What follows belongs to an exercise in optimizing a design on an open flow for small area; a production flow would make more cautious choices. Only simulation tests tie the RTL to the original design; equivalence was not proved. Power is estimated from default activity; no workload was simulated.

== the reference run ==
==> flow/design.v (excerpt) <==
module top_level (
    clk, rst, seed,
    action, state, next_state, step_o, phase, episode_o, q_cur, q_next
);
    input clk, rst;
    input [11:0] seed;
    output [1:0] action;
    output [3:0] state;
    output [3:0] next_state;
    output [3:0] step_o;
    output [3:0] phase;
    output [11:0] episode_o;
    output [63:0] q_cur;
    output [63:0] q_next;
    integer r, p, i;
    function [15:0] w2init;           
        input integer row, col;
        begin
            case (row)
            0: case (col)
                0: w2init = 16'b0000000110101011;
                1: w2init = 16'b0000001000100111;
                2: w2init = 16'b0000000010001111;
                3: w2init = 16'b0000000000101000;
                default: w2init = 16'b0000001010111111;
               endcase
            1: w2init = 16'b0000000101001101;
            2: w2init = 16'b0000000100101010;
            3: w2init = 16'b0000000110001001;
            4: w2init = 16'b0000000100000110;
            5: w2init = 16'b0000000100100100;
            6: w2init = 16'b0000000110000011;
            7: w2init = 16'b0000000110101000;
            default: w2init = 16'b0000000100010010;
            endcase
        end
    endfunction
    function [15:0] w3init;           
  ...
export LEC_CHECK = 0
export CAP_MARGIN = 20
export CORE_MARGIN = 2
export CORE_UTILIZATION = 30
export CTS_BUF_LIST = sky130_fd_sc_hd__clkbuf_4
export PLACE_DENSITY = 0.45
export SLEW_MARGIN = 20
export SYNTH_HIERARCHICAL = 1
export SYNTH_MINIMUM_KEEP_SIZE = 0
create_clock -name core_clock -period 20.0 [get_ports {clk}]
run.sh (not shown) runs the stock make flow with config.mk's settings and CLKGATE_MAP_FILE= SYNTH_SCRIPT=/design/flow/synth_recipe.tcl, a recipe that flattens the netlist after the stock synthesis.
What the trial run does differently from the reference run at the input level:
diff --git a/flow/config.mk b/flow/config.mk
--- a/flow/config.mk
+++ b/flow/config.mk
@@ -9,5 +9,7 @@
 export CORE_MARGIN = 2
 export CORE_UTILIZATION = 30
-export CTS_BUF_LIST = sky130_fd_sc_hd__clkbuf_4
+export CTS_BUF_LIST = sky130_fd_sc_hd__clkbuf_8
+export CTS_CLUSTER_DIAMETER = 80
+export CTS_CLUSTER_SIZE = 15
 export PLACE_DENSITY = 0.45
 export SLEW_MARGIN = 20
Notes after the runs:
Delta (the trial run minus the reference run): cell area after layout decreased about 2.2%; measured slew at the worst slew-check pin went down; least setup slack across all paths after layout higher. On number of fillers in the final layout, the reference run and the trial run are basically level.

---

== run 1 ==
Another version of the RTL of top_level (not shown whole).
For scale: about 8100 cells after synthesis, roughly 1300 flip-flops, ~170 I/O pins, roughly 83000 um2 of cells after synthesis.
Design top_level, start of the top module:
module top_level (
    clk, rst, seed,
    action, state, next_state, step_o, phase, episode_o, q_cur, q_next
);
Settings: LEC_CHECK=0, CAP_MARGIN=20, CORE_MARGIN=2, CORE_UTILIZATION=65, CTS_BUF_LIST=sky130_fd_sc_hd__clkbuf_8, CTS_CLUSTER_DIAMETER=60, CTS_CLUSTER_SIZE=18, PLACE_DENSITY=0.75, SLEW_MARGIN=20, SYNTH_HIERARCHICAL=1, SYNTH_MINIMUM_KEEP_SIZE=0; clock period 20.0 ns.
standard.sh (not shown) runs the stock make flow with config.mk's settings and CLKGATE_MAP_FILE= SYNTH_SCRIPT=/design/flow/synth_recipe.tcl, a recipe that flattens the netlist after the stock synthesis.
==> flow/flow/run.sh <==
#!/bin/bash
set -euo pipefail
export BUFFER_PORTS_ARGS="-buffer_cell sky130_fd_sc_hd__buf_1"
export CTS_ARGS="-sink_clustering_enable -repair_clock_nets -dont_use_dummy_load -buf_list sky130_fd_sc_hd__clkbuf_8 -sink_clustering_size 18 -sink_clustering_max_diameter 60"
bash standard.sh > standard.log 2>&1
Run 1 completed end to end with timing, DRC and antenna clean.
> inputs changed (run 1 -> run 2)
- CTS_CLUSTER_SIZE: 18 -> 15
- CTS_CLUSTER_DIAMETER: 60 -> 80
- PLACE_DENSITY: 0.75 -> 0.8
- CORE_UTILIZATION: 65 -> 70
==> flow/flow/run.sh <==
#!/bin/bash
set -euo pipefail
export BUFFER_PORTS_ARGS="-buffer_cell sky130_fd_sc_hd__buf_1"
export CTS_ARGS="-sink_clustering_enable -repair_clock_nets -dont_use_dummy_load -buf_list sky130_fd_sc_hd__clkbuf_8 -sink_clustering_size 15 -sink_clustering_max_diameter 80"
bash standard.sh > standard.log 2>&1
==> comparison <==
Of run 1 and run 2, the higher post-layout worst setup margin belongs to run 1. Power consumed by the clock network delta (run 2 − run 1): favourable. | combinational power | run 2 vs run 1 | about 6.5% higher |. From run 1 to run 2 the numbers moved as follows: filler-free cell count of the finished design lost about 1.5%; total die area lost about 7%; global routing usage on met3 picked up an extra 2.6 points; sequential share of layout area neither gained nor lost much. Post-layout total power on run 2 is behind run 1.
### run 2 -> run 3
- swapping 20 for 12 in CAP_MARGIN
- swapping 20 for 12 in SLEW_MARGIN
- swapping 70 for 50 in CORE_UTILIZATION
- swapping 0.8 for 0.6 in PLACE_DENSITY
--- outcome ---
- Clock tree cell share of total cell area: run 3 vs run 2, no meaningful difference
- Number of cells on the critical path, run 3 and run 2: higher on run 3
- Run 3 has more setup slack than run 2.
- On part of the power in the clock network: between run 3 and run 2, it ends up lower for run 2.
- The higher fraction of standard cell area that is sequential of run 3 and run 2 is in run 2.
- Note that the detailed router's first-iteration violation count recorded for run 3 amounts to 0.75 times the value seen in run 2.
- Between run 3 and run 2, the total power is lower for run 3.
- In terms of clock group total power, run 2 and run 3 differ only marginally.
- [compare] base=run 2 new=run 3: highest ir drop seen on vdd dropped 27%, sequential power shrank by about 2%.

---

top_level with an RTL version that a note above also has.
Size: about 9,400 cells after synthesis, ~1,200 flip-flops, ~170 I/O pins.
Settings: LEC_CHECK=0, CAP_MARGIN=20, CORE_MARGIN=2, CORE_UTILIZATION=30, CTS_BUF_LIST=sky130_fd_sc_hd__clkbuf_16, CTS_CLUSTER_DIAMETER=120, CTS_CLUSTER_SIZE=24, PLACE_DENSITY=0.45, SLEW_MARGIN=20, SYNTH_HIERARCHICAL=1, SYNTH_MINIMUM_KEEP_SIZE=0; clock period 20.0 ns.
run.sh (not shown) runs the stock make flow with config.mk's settings and CLKGATE_MAP_FILE= SYNTH_SCRIPT=/design/flow/synth_recipe.tcl, a recipe that flattens the netlist after the stock synthesis.
Stock flow here: none of the scripts above is used.
Next try:
Settings changed: CTS_CLUSTER_DIAMETER 120 to 130, CTS_CLUSTER_SIZE 24 to 27.
Total power fell by about 1.1%.
Clock-buffer cell count fell by 10.
Synthesized area stays the same.
Core utilization stays flat.
Synthesized cell count stays the same.
Critical path depth does not change.
Clock skew fell by 12 ps.
Die area does not change.

-- afterwards: timing with drivers on the ports --
The results above use ideal ports. As a check the final layouts listed here were re-extracted and re-timed, cells and wires unchanged. Step 1 (the two cells are an assumption about what drives the block):
set clk [get_ports {clk}]
set_driving_cell -lib_cell sky130_fd_sc_hd__clkbuf_16 $clk
set_driving_cell -lib_cell sky130_fd_sc_hd__buf_2 [delete_from_list [all_inputs] $clk]
Step 2 also shifts input and output timing later by t, the mid clock arrival at the registers, as if the neighbouring blocks saw the same clock. Slacks: no drivers / after step 1 / after step 2; pairs: no drivers / after step 1.
run | shift t [ns] | slack for setup (ns) | hold WS [ns] | worst setup path after step 2 | pins driven straight from the clock port
the reference run | 1.220 | 2.508 / 2.508 / 2.508 | 0.259 / 0.259 / 0.259 | register to register | 1
the trial run | 0.949 | 2.676 / 2.676 / 2.676 | 0.340 / 0.340 / 0.340 | register to register | 1
run 1 | 0.869 | 1.542 / 1.542 / 1.542 | 0.165 / 0.165 / 0.165 | register to register | 1
run 2 | 0.847 | 1.365 / 1.365 / 1.365 | 0.270 / 0.270 / 0.270 | register to register | 1
run 3 | 0.909 | 1.487 / 1.487 / 1.487 | 0.249 / 0.249 / 0.249 | register to register | 1
the first run of note 3 | 0.792 | 2.528 / 2.528 / 2.528 | 0.326 / 0.326 / 0.326 | register to register | 1
the second run of note 3 | 0.805 | 2.557 / 2.557 / 2.557 | 0.359 / 0.359 / 0.359 | register to register | 1
After both steps setup and hold are still met in every run listed.
